This design comes from an exercise in tuning for small area on the open sky130 flow, not from production work.
Only simulation tests tie the RTL to the original design; equivalence was not proved.
No activity file was given, so power comes from the tool's default toggle rates.

==> v7: inputs <==
==> flow/design.v <==
`timescale 1ns / 1ps
localparam[31:0] INIT_PC_VALUE = 32'h00400000;
localparam[31:0] DEFAULT_PC_UPDATE = 32'h00000004; 
localparam ONE = 2'b01;
localparam ZERO = 2'b00;
localparam S_TYPE = 7'b0100011;
localparam SB_TYPE = 7'b1100011;
`timescale 1ns / 1ps
localparam[3:0] AND_OP = 4'b0000;
localparam[3:0] OR_OP = 4'b0001; 
localparam[3:0] ADD_OP = 4'b0010;
localparam[3:0] SUB_OP = 4'b0011; 
localparam[3:0] LESS_THAN_OP = 4'b0111;
localparam[3:0] X_OR_OP = 4'b1101; 
`timescale 1ns / 1ps
 `timescale 1ns / 1ps
module alu(
output logic [31:0] result,
input wire logic[31:0] op1,
input wire logic[31:0] op2,
input wire logic[3:0] alu_op
    );
logic is_and, is_or, is_xor, is_slt, is_sub;
logic gen_en, prop_en, carry_en;
logic [31:0] bx, p, g, t;
logic [31:0] G;
logic [31:0] c;
logic [31:0] r;
logic lt;
assign is_and = (alu_op == AND_OP);
assign is_or  = (alu_op == OR_OP);
assign is_xor = (alu_op == X_OR_OP);
assign is_slt = (alu_op == LESS_THAN_OP);
assign is_sub = (alu_op == SUB_OP) || is_slt;
assign gen_en   = is_and | is_or;
assign prop_en  = ~(is_and | is_slt);
assign carry_en = ~(is_and | is_or | is_xor | is_slt);
assign bx = op2 ^ {32{is_sub}};
assign p = op1 ^ bx;
assign g = op1 & bx;
logic [31:0] G0;
assign G0 = {g[31:1], g[0] | (p[0] & is_sub)};
genvar k, i;
generate
    for (k = 0; k < 9; k = k + 1) begin : g_lvl
        localparam int S = (k < 5) ? (1 << k) : (8 >> (k - 5));
        logic [31:0] Gi, Pi, Go, Po;
        if (k == 0) begin : g_in0
            assign Gi = G0;
            assign Pi = p;
        end else begin : g_in
            assign Gi = g_lvl[k - 1].Go;
            assign Pi = g_lvl[k - 1].Po;
        end
        for (i = 0; i < 32; i = i + 1) begin : g_bit
            if ((k < 5 && i % (2 * S) == 2 * S - 1) ||
                (k >= 5 && i >= 3 * S - 1 && (i - (3 * S - 1)) % (2 * S) == 0)) begin : g_node
                assign Go[i] = Gi[i] | (Pi[i] & Gi[i - S]);
                assign Po[i] = Pi[i] & Pi[i - S];
            end else begin : g_pass
                assign Go[i] = Gi[i];
                assign Po[i] = Pi[i];
            end
        end
    end
endgenerate
assign G = g_lvl[8].Go;
assign c = {G[30:0], is_sub};
assign t = (g & {32{gen_en}}) | (p & {32{prop_en}});
assign r = t ^ (c & {32{carry_en}});
assign lt = p[31] ? ~c[31] : op1[31];
assign result = {r[31:1], is_slt ? lt : r[0]};
endmodule
`timescale 1ns / 1ps
module rf_bit_next(
    output logic d,
    input wire logic we,
    input wire logic wd,
    input wire logic hold,
    input wire logic q
    );
    assign d = (we & wd) | (hold & q);
endmodule
module rf_read3(
    output logic y_n,
    input wire logic s0,
    input wire logic d0,
    input wire logic s1,
    input wire logic d1,
    input wire logic s2,
    input wire logic d2
    );
    assign y_n = ~((s0 & d0) | (s1 & d1) | (s2 & d2));
endmodule
module regfile(
    output logic[31:0] regReadDataA,
    output logic[31:0] regReadDataB,
    input wire logic clk,
    input wire logic [4:0] regAddrA,
    input wire logic [4:0] regAddrB,
    input wire logic [4:0] regAddrWrite,
    input wire logic [31:0] regWriteData,
    input wire logic regWrite
    );
    logic [4:0] addrA_q, addrB_q;
    logic [31:0] regq [1:31];
    logic [31:1] selA, selB;
    always_ff @(posedge clk)
    begin
        addrA_q <= regAddrA;
        addrB_q <= regAddrB;
    end
    genvar i, j, g;
    generate
        for (i = 1; i < 32; i = i + 1) begin : g_reg
            logic we, hold;
            logic [31:0] r;
            logic [31:0] d;
            assign we = regWrite && (regAddrWrite == i);
            assign hold = ~we;
            for (j = 0; j < 32; j = j + 1) begin : g_bit
                rf_bit_next u_next(.d(d[j]), .we(we), .wd(regWriteData[j]), .hold(hold), .q(r[j]));
            end
            always_ff @(posedge clk)
                r <= d;
            assign regq[i] = r;
            assign selA[i] = (addrA_q == i);
            assign selB[i] = (addrB_q == i);
        end
        for (j = 0; j < 32; j = j + 1) begin : g_col
            logic [9:0] a_n, b_n;
            for (g = 0; g < 10; g = g + 1) begin : g_grp
                rf_read3 u_a(.y_n(a_n[g]),
                    .s0(selA[3*g+1]), .d0(regq[3*g+1][j]),
                    .s1(selA[3*g+2]), .d1(regq[3*g+2][j]),
                    .s2(selA[3*g+3]), .d2(regq[3*g+3][j]));
                rf_read3 u_b(.y_n(b_n[g]),
                    .s0(selB[3*g+1]), .d0(regq[3*g+1][j]),
                    .s1(selB[3*g+2]), .d1(regq[3*g+2][j]),
                    .s2(selB[3*g+3]), .d2(regq[3*g+3][j]));
            end
            assign regReadDataA[j] = ~(&a_n) | (selA[31] & regq[31][j]);
            assign regReadDataB[j] = ~(&b_n) | (selB[31] & regq[31][j]);
        end
    endgenerate
endmodule
`timescale 1ns / 1ps
 `timescale 1ns / 1ps
module riscv_simple_datapath #(parameter [31:0] INITIAL_PC = INIT_PC_VALUE) (
    output logic[31:0] PC,               
    output logic Zero,                   
    output logic[31:0] dAddress,         
    output logic[31:0] dWriteData,       
    output logic[31:0] WriteBackData,    
    input wire logic clk,                
    input wire logic rst,                
    input wire logic[31:0] instruction,  
    input wire logic PCSrc,              
    input wire logic ALUSrc,             
    input wire logic RegWrite,           
    input wire logic MemtoReg,           
    input logic[31:0] dReadData,         
    input wire logic[3:0] ALUCtrl,       
    input wire logic loadPC              
    );
    logic[31:0] regReadDataA;
    logic[31:0] regReadDataB;
    logic[31:0] regWriteData;
    logic[31:0] immediate_I;
    logic[31:0] immediate_S;
    logic[31:0] op2;
    logic[31:0] result;
    logic[6:0] opCode;
    logic use_S;
    regfile myRegFile(
        .regReadDataA(regReadDataA),
        .regReadDataB(regReadDataB),
        .clk(clk),
        .regAddrA(instruction[19:15]),
        .regAddrB(instruction[24:20]),
        .regAddrWrite(instruction[11:7]),
        .regWriteData(regWriteData),
        .regWrite(RegWrite)
    );
    alu myALU(
        .result(result),
        .op1(regReadDataA),
        .op2(op2),
        .alu_op(ALUCtrl)
    );
    assign opCode = instruction[6:0];
    assign immediate_I = {{20{instruction[31]}}, instruction[31:20]};
    assign immediate_S = {{20{instruction[31]}}, instruction[31:25], instruction[11:7]};
    assign use_S = (opCode == S_TYPE) || (opCode == SB_TYPE);
    assign op2 = ALUSrc ? (use_S ? immediate_S : immediate_I) : regReadDataB;
    assign dAddress = result;
    assign dWriteData = regReadDataB;
    assign Zero = (result == 32'd0);
    assign regWriteData = MemtoReg ? dReadData : result;
    assign WriteBackData = regWriteData;
    always_ff @(posedge clk)
    begin
        if (rst)
            PC <= INITIAL_PC;
        else if (loadPC)
            PC <= PC + (PCSrc ? immediate_S : DEFAULT_PC_UPDATE);
    end
endmodule
==> flow/run.sh <==
#!/bin/bash
# synth_recipe.tcl (not shown) runs the flow's synth.tcl, then flattens the netlist and writes it again
# the make line also repeats each setting of config.mk as NAME=value (left out here)
make -C /OpenROAD-flow-scripts/flow DESIGN_CONFIG=/design/flow/config.mk WORK_HOME=/design/flow/orfs CLKGATE_MAP_FILE= SYNTH_SCRIPT=/design/flow/synth_recipe.tcl finish
==> flow/config.mk <==
export PLATFORM = sky130hd
export DESIGN_NAME = riscv_simple_datapath
export DESIGN_NICKNAME = riscv_simple_datapath
export VERILOG_FILES = /design/flow/design.v
export SDC_FILE = /design/flow/constraint.sdc
export NUM_CORES = 4
export LEC_CHECK = 0
export CAP_MARGIN = 10
export CORE_MARGIN = 2
export CORE_UTILIZATION = 40
export CTS_BUF_LIST = sky130_fd_sc_hd__clkbuf_4 sky130_fd_sc_hd__clkbuf_8
export CTS_CLUSTER_DIAMETER = 50
export CTS_CLUSTER_SIZE = 24
export SETUP_SLACK_MARGIN = 0.1
export SLEW_MARGIN = 10
export SYNTH_HIERARCHICAL = 1
export SYNTH_MINIMUM_KEEP_SIZE = 0
==> flow/constraint.sdc <==
create_clock -name core_clock -period 11.0 [get_ports {clk}]
set_input_delay 2.2000 -clock core_clock [delete_from_list [all_inputs] [get_ports {clk}]]
set_output_delay 2.2000 -clock core_clock [all_outputs]
set_load 0.01 [all_outputs]
==> v18 (differences from v7) <==
==> flow/design.v, changed modules only <==
module riscv_simple_datapath #(parameter [31:0] INITIAL_PC = INIT_PC_VALUE) (
    output logic[31:0] PC,               
    output logic Zero,                   
    output logic[31:0] dAddress,         
    output logic[31:0] dWriteData,       
    output logic[31:0] WriteBackData,    
    input wire logic clk,                
    input wire logic rst,                
    input wire logic[31:0] instruction,  
    input wire logic PCSrc,              
    input wire logic ALUSrc,             
    input wire logic RegWrite,           
    input wire logic MemtoReg,           
    input logic[31:0] dReadData,         
    input wire logic[3:0] ALUCtrl,       
    input wire logic loadPC              
    );
    logic[31:0] regReadDataA;
    logic[31:0] regReadDataB;
    logic[31:0] regWriteData;
    logic[31:0] immediate_I;
    logic[31:0] immediate_S;
    logic[31:0] op2;
    logic[31:0] result;
    logic[6:0] opCode;
    logic use_S;
    regfile myRegFile(
        .regReadDataA(regReadDataA),
        .regReadDataB(regReadDataB),
        .clk(clk),
        .regAddrA(instruction[19:15]),
        .regAddrB(instruction[24:20]),
        .regAddrWrite(instruction[11:7]),
        .regWriteData(regWriteData),
        .regWrite(RegWrite)
    );
    alu myALU(
        .result(result),
        .op1(regReadDataA),
        .op2(op2),
        .alu_op(ALUCtrl)
    );
    assign opCode = instruction[6:0];
    assign immediate_I = {{20{instruction[31]}}, instruction[31:20]};
    assign immediate_S = {{20{instruction[31]}}, instruction[31:25], instruction[11:7]};
    assign use_S = (opCode == S_TYPE) || (opCode == SB_TYPE);
    assign op2 = ALUSrc ? (use_S ? immediate_S : immediate_I) : regReadDataB;
    assign dAddress = result;
    assign dWriteData = regReadDataB;
    assign Zero = (result == 32'd0);
    assign regWriteData = MemtoReg ? dReadData : result;
    assign WriteBackData = regWriteData;
    pc_reg #(.INITIAL_PC(INITIAL_PC)) myPC(
        .PC(PC),
        .clk(clk),
        .rst(rst),
        .loadPC(loadPC),
        .PCSrc(PCSrc),
        .offset(immediate_S[11:0])
    );
endmodule
module pc_reg #(parameter [31:0] INITIAL_PC = INIT_PC_VALUE) (
    output logic[31:0] PC,
    input wire logic clk,
    input wire logic rst,
    input wire logic loadPC,
    input wire logic PCSrc,
    input wire logic[11:0] offset
    );
    logic[11:0] inc_lo;
    logic[12:0] sum_lo;
    logic sign;
    logic[31:12] z;
    logic[31:12] t;
    logic toggle;
    logic[31:0] pc_next;
    assign inc_lo = PCSrc ? offset : DEFAULT_PC_UPDATE[11:0];
    assign sum_lo = {1'b0, PC[11:0]} + {1'b0, inc_lo};
    assign sign = PCSrc & offset[11];
    assign z = PC[31:12] ^ {20{sign}};
    assign toggle = sum_lo[12] ^ sign;
    genvar i;
    generate
        for (i = 12; i < 32; i = i + 1) begin : g_hi
            if (i == 12) begin : g_first
                assign t[i] = toggle;
            end else begin : g_next
                assign t[i] = t[i - 1] & z[i - 1];
            end
        end
    endgenerate
    assign pc_next = {PC[31:12] ^ t, sum_lo[11:0]};
    always_ff @(posedge clk)
    begin
        if (rst)
            PC <= INITIAL_PC;
        else if (loadPC)
            PC <= pc_next;
    end
endmodule
==> flow/flow/run.sh (new file) <==
#!/bin/bash
# The standard layout (standard.sh), with these changes to the ORFS
# settings:
# - the port buffers are buf_1 cells rather than the default buffer;
# - clock tree synthesis inserts no dummy loads (same arguments as ORFS's
#   cts.tcl builds from config.mk otherwise);
# Every tool's output goes to standard.log in the work folder.
set -euo pipefail
cat >> "$FLOW_CONFIG" <<'CFG'
export BUFFER_PORTS_ARGS = -buffer_cell sky130_fd_sc_hd__buf_1
export CTS_ARGS = -sink_clustering_enable -repair_clock_nets -sink_clustering_size 24 -sink_clustering_max_diameter 50 -buf_list {sky130_fd_sc_hd__clkbuf_4 sky130_fd_sc_hd__clkbuf_8} -dont_use_dummy_load
CFG
bash standard.sh > standard.log 2>&1
==> flow/standard.sh (new file) <==
#!/bin/bash
# synth_recipe.tcl (not shown) runs the flow's synth.tcl, then flattens the netlist and writes it again
# the make line also repeats each setting of config.mk as NAME=value (left out here)
make -C /OpenROAD-flow-scripts/flow DESIGN_CONFIG=/design/flow/config.mk WORK_HOME=/design/flow/orfs CLKGATE_MAP_FILE= SYNTH_SCRIPT=/design/flow/synth_recipe.tcl "${@:-finish}"
--- a/flow/config.mk
+++ b/flow/config.mk
@@ -15,3 +15,5 @@
 export SLEW_MARGIN = 10
 export SYNTH_HIERARCHICAL = 1
 export SYNTH_MINIMUM_KEEP_SIZE = 0
+export BUFFER_PORTS_ARGS = -buffer_cell sky130_fd_sc_hd__buf_1
+export CTS_ARGS = -sink_clustering_enable -repair_clock_nets -sink_clustering_size 24 -sink_clustering_max_diameter 50 -buf_list {sky130_fd_sc_hd__clkbuf_4 sky130_fd_sc_hd__clkbuf_8} -dont_use_dummy_load
removed: flow/run.sh
==> v26 (differences from v7) <==
==> flow/flow/run.sh (new file) <==
#!/bin/bash
# The standard layout (standard.sh), with two changes to the ORFS
# settings: the port buffers are buf_1 cells rather than the default
# buffer, and power recovery after global routing downsizes gates that
# have slack. Every tool's output goes to standard.log in the work folder.
set -euo pipefail
cat >> "$FLOW_CONFIG" <<'CFG'
export BUFFER_PORTS_ARGS = -buffer_cell sky130_fd_sc_hd__buf_1
export RECOVER_POWER = 100
CFG
bash standard.sh > standard.log 2>&1
==> flow/standard.sh (new file) <==
#!/bin/bash
# synth_recipe.tcl (not shown) runs the flow's synth.tcl, then flattens the netlist and writes it again
# the make line also repeats each setting of config.mk as NAME=value (left out here)
make -C /OpenROAD-flow-scripts/flow DESIGN_CONFIG=/design/flow/config.mk WORK_HOME=/design/flow/orfs CLKGATE_MAP_FILE= SYNTH_SCRIPT=/design/flow/synth_recipe.tcl "${@:-finish}"
--- a/flow/config.mk
+++ b/flow/config.mk
@@ -15,3 +15,5 @@
 export SLEW_MARGIN = 10
 export SYNTH_HIERARCHICAL = 1
 export SYNTH_MINIMUM_KEEP_SIZE = 0
+export BUFFER_PORTS_ARGS = -buffer_cell sky130_fd_sc_hd__buf_1
+export RECOVER_POWER = 100
removed: flow/run.sh
==> v39 (differences from v7) <==
==> flow/design.v, changed modules only <==
module riscv_simple_datapath #(parameter [31:0] INITIAL_PC = INIT_PC_VALUE) (
    output logic[31:0] PC,               
    output logic Zero,                   
    output logic[31:0] dAddress,         
    output logic[31:0] dWriteData,       
    output logic[31:0] WriteBackData,    
    input wire logic clk,                
    input wire logic rst,                
    input wire logic[31:0] instruction,  
    input wire logic PCSrc,              
    input wire logic ALUSrc,             
    input wire logic RegWrite,           
    input wire logic MemtoReg,           
    input logic[31:0] dReadData,         
    input wire logic[3:0] ALUCtrl,       
    input wire logic loadPC              
    );
    logic[31:0] regReadDataA;
    logic[31:0] regReadDataB;
    logic[31:0] regWriteData;
    logic[31:0] immediate_I;
    logic[31:0] immediate_S;
    logic[31:0] op2;
    logic[31:0] result;
    logic[6:0] opCode;
    logic use_S;
    regfile myRegFile(
        .regReadDataA(regReadDataA),
        .regReadDataB(regReadDataB),
        .clk(clk),
        .regAddrA(instruction[19:15]),
        .regAddrB(instruction[24:20]),
        .regAddrWrite(instruction[11:7]),
        .regWriteData(regWriteData),
        .regWrite(RegWrite)
    );
    alu myALU(
        .result(result),
        .op1(regReadDataA),
        .op2(op2),
        .alu_op(ALUCtrl)
    );
    assign opCode = instruction[6:0];
    assign immediate_I = {{20{instruction[31]}}, instruction[31:20]};
    assign immediate_S = {{20{instruction[31]}}, instruction[31:25], instruction[11:7]};
    assign use_S = (opCode == S_TYPE) || (opCode == SB_TYPE);
    assign op2 = ALUSrc ? (use_S ? immediate_S : immediate_I) : regReadDataB;
    assign dAddress = result;
    assign dWriteData = regReadDataB;
    assign Zero = (result == 32'd0);
    assign regWriteData = MemtoReg ? dReadData : result;
    assign WriteBackData = regWriteData;
    pc_reg #(.INITIAL_PC(INITIAL_PC)) myPC(
        .PC(PC),
        .clk(clk),
        .rst(rst),
        .loadPC(loadPC),
        .PCSrc(PCSrc),
        .offset(immediate_S[11:0])
    );
endmodule
module pc_reg #(parameter [31:0] INITIAL_PC = INIT_PC_VALUE) (
    output logic[31:0] PC,
    input wire logic clk,
    input wire logic rst,
    input wire logic loadPC,
    input wire logic PCSrc,
    input wire logic[11:0] offset
    );
    logic[11:0] inc_lo;
    logic[12:0] sum_lo;
    logic sign;
    logic[31:12] z;
    logic[31:12] t;
    logic toggle;
    logic[31:0] pc_next;
    assign inc_lo = PCSrc ? offset : DEFAULT_PC_UPDATE[11:0];
    assign sum_lo = {1'b0, PC[11:0]} + {1'b0, inc_lo};
    assign sign = PCSrc & offset[11];
    assign z = PC[31:12] ^ {20{sign}};
    assign toggle = sum_lo[12] ^ sign;
    genvar i;
    generate
        for (i = 12; i < 32; i = i + 1) begin : g_hi
            if (i == 12) begin : g_first
                assign t[i] = toggle;
            end else begin : g_next
                assign t[i] = t[i - 1] & z[i - 1];
            end
        end
    endgenerate
    assign pc_next = {PC[31:12] ^ t, sum_lo[11:0]};
    always_ff @(posedge clk)
    begin
        if (rst)
            PC <= INITIAL_PC;
        else if (loadPC)
            PC <= pc_next;
    end
endmodule
==> flow/flow/run.sh (new file) <==
#!/bin/bash
# The standard layout (standard.sh), with these changes to the ORFS
# settings:
# - the port buffers are buf_1 cells rather than the default buffer;
# - clock tree synthesis inserts no dummy loads (same arguments as ORFS's
#   cts.tcl builds from config.mk otherwise);
# Every tool's output goes to standard.log in the work folder.
set -euo pipefail
cat >> "$FLOW_CONFIG" <<'CFG'
export BUFFER_PORTS_ARGS = -buffer_cell sky130_fd_sc_hd__buf_1
export CTS_ARGS = -sink_clustering_enable -repair_clock_nets -sink_clustering_size 18 -sink_clustering_max_diameter 50 -buf_list {sky130_fd_sc_hd__clkbuf_4 sky130_fd_sc_hd__clkbuf_8} -dont_use_dummy_load
CFG
bash standard.sh > standard.log 2>&1
==> flow/standard.sh (new file) <==
#!/bin/bash
# synth_recipe.tcl (not shown) runs the flow's synth.tcl, then flattens the netlist and writes it again
# the make line also repeats each setting of config.mk as NAME=value (left out here)
make -C /OpenROAD-flow-scripts/flow DESIGN_CONFIG=/design/flow/config.mk WORK_HOME=/design/flow/orfs CLKGATE_MAP_FILE= SYNTH_SCRIPT=/design/flow/synth_recipe.tcl "${@:-finish}"
--- a/flow/config.mk
+++ b/flow/config.mk
@@ -10,8 +10,11 @@
 export CORE_UTILIZATION = 40
 export CTS_BUF_LIST = sky130_fd_sc_hd__clkbuf_4 sky130_fd_sc_hd__clkbuf_8
 export CTS_CLUSTER_DIAMETER = 50
-export CTS_CLUSTER_SIZE = 24
+export CTS_CLUSTER_SIZE = 18
+export PLACE_DENSITY = 0.8
 export SETUP_SLACK_MARGIN = 0.1
 export SLEW_MARGIN = 10
 export SYNTH_HIERARCHICAL = 1
 export SYNTH_MINIMUM_KEEP_SIZE = 0
+export BUFFER_PORTS_ARGS = -buffer_cell sky130_fd_sc_hd__buf_1
+export CTS_ARGS = -sink_clustering_enable -repair_clock_nets -sink_clustering_size 18 -sink_clustering_max_diameter 50 -buf_list {sky130_fd_sc_hd__clkbuf_4 sky130_fd_sc_hd__clkbuf_8} -dont_use_dummy_load
removed: flow/run.sh
==> summary of the runs <==
v26 reached the layout checks and failed them: capacitance limit, slew limit. v39 finished with setup timing left. v18 ran to the end with no violations. v7 produced a clean layout. The lowest worst setup slack belongs to v39, the highest to v18. Of v39 and v7, v7 has the higher maximum frequency (gap 6.6%, measured against v7). Against v39, the area after synthesis of v7 is larger by about 2%. In sequential cell count, v7 and v26 do not differ. Total power, lowest first: v39, v18, v26, v7. The lowest via count belongs to v18, the highest to v26. Against v7, the sequential share of layout area of v39 is higher by 3.2 points. Of v7 and v39, v39 has the higher critical path depth (gap 1). Clock-buffer cell count: v39 < v18 < v7 < v26. First-iteration DRC count: v26 is smaller than v18 (about 0.8%).
==> figures <==
item                                                                           v26                         v39                         v7                        v18
Cell with the largest stage delay on the worst path        sky130_fd_sc_hd__nor2_1   sky130_fd_sc_hd__a221oi_1  sky130_fd_sc_hd__nand2b_1  sky130_fd_sc_hd__nand2b_1
Post-synth cell types                                                           90                          73                         90                         73
Multi-input gate area in the final layout                              23290 sq um                 22450 sq um                23350 sq um                22550 sq um
P_comb                                                                     2.95 mW                     2.88 mW                    3.21 mW                    2.96 mW
Fraction of power consumed by combinational cells                            25.4%                       27.6%                      26.9%                      27.5%
Post-synth top area share                                                   47.16%                      48.11%                     47.16%                     48.11%
Final setup violating endpoints                                                  0                           1                          0                          0
Clk pwr                                                                    3.10 mW                     1.99 mW                    3.14 mW                    2.24 mW
Grt met2 use                                                                51.54%                      46.41%                     51.31%                     51.79%
Max-slew headroom                                                          -49.24%                      7.100%                     9.088%                     6.154%
Launching point of the worst reg2reg path                     myRegFile.addrB_q[4]        myRegFile.addrB_q[1]       myRegFile.addrB_q[1]       myRegFile.addrB_q[1]
Startpoint of the most critical setup path                    myRegFile.addrB_q[4]        myRegFile.addrB_q[1]       myRegFile.addrB_q[1]       myRegFile.addrB_q[4]
Number of tapcells                                                            1414                        1403                       1414                       1403
Run status                                              complete, but fails checks  complete, but fails checks   timing/DRC/antenna clean   timing/DRC/antenna clean
Layout check failures                                capacitance limit, slew limit                setup timing                          -                          -
Cell area after synthesis                                              43890 sq um                 43030 sq um                43890 sq um                43030 sq um
Filler-free cell count of the finished design                                 5794                        5533                       5797                       5579
Least-Margin Pin Slew                                                     2.239 ns                    1.390 ns                   1.360 ns                   1.404 ns
Largest voltage drop on the vdd net                                      0.1159 mV                   0.1115 mV                  0.1218 mV                 0.09832 mV
Ratio of layout area to synthesized area                                   1.1491x                     1.1160x                    1.1824x                    1.1292x
Number of cells on the worst hold path                                           1                           2                          1                          1
Grt met1 use                                                                45.95%                      40.15%                     47.28%                     45.86%

-- afterwards: timing with drivers on the ports --
How much do the figures lean on ideal ports? The routed layouts below were timed once more, with nothing changed but the port constraints.
Step 1 (the two cells are an assumption about what drives the block):
set clk [get_ports {clk}]
set_driving_cell -lib_cell sky130_fd_sc_hd__clkbuf_16 $clk
set_driving_cell -lib_cell sky130_fd_sc_hd__buf_2 [delete_from_list [all_inputs] $clk]
Step 2 times the ports against the registers' clock, not the clock port: input delays grow and output delays shrink by t, the midpoint of the rising clock arrivals with the driver on.
Three values: ideal ports, drivers, drivers and shift; two values: the first two.
run	shift t [ns]	setup slack, ns	worst setup path at the end
v7	0.917	0.667 / 0.594 / 0.764	input to output
v18	0.864	0.795 / 0.727 / 1.591	register to output
v26	0.926	0.210 / 0.139 / 1.065	register to output
v39	0.836	-0.062 / -0.141 / 0.695	register to output
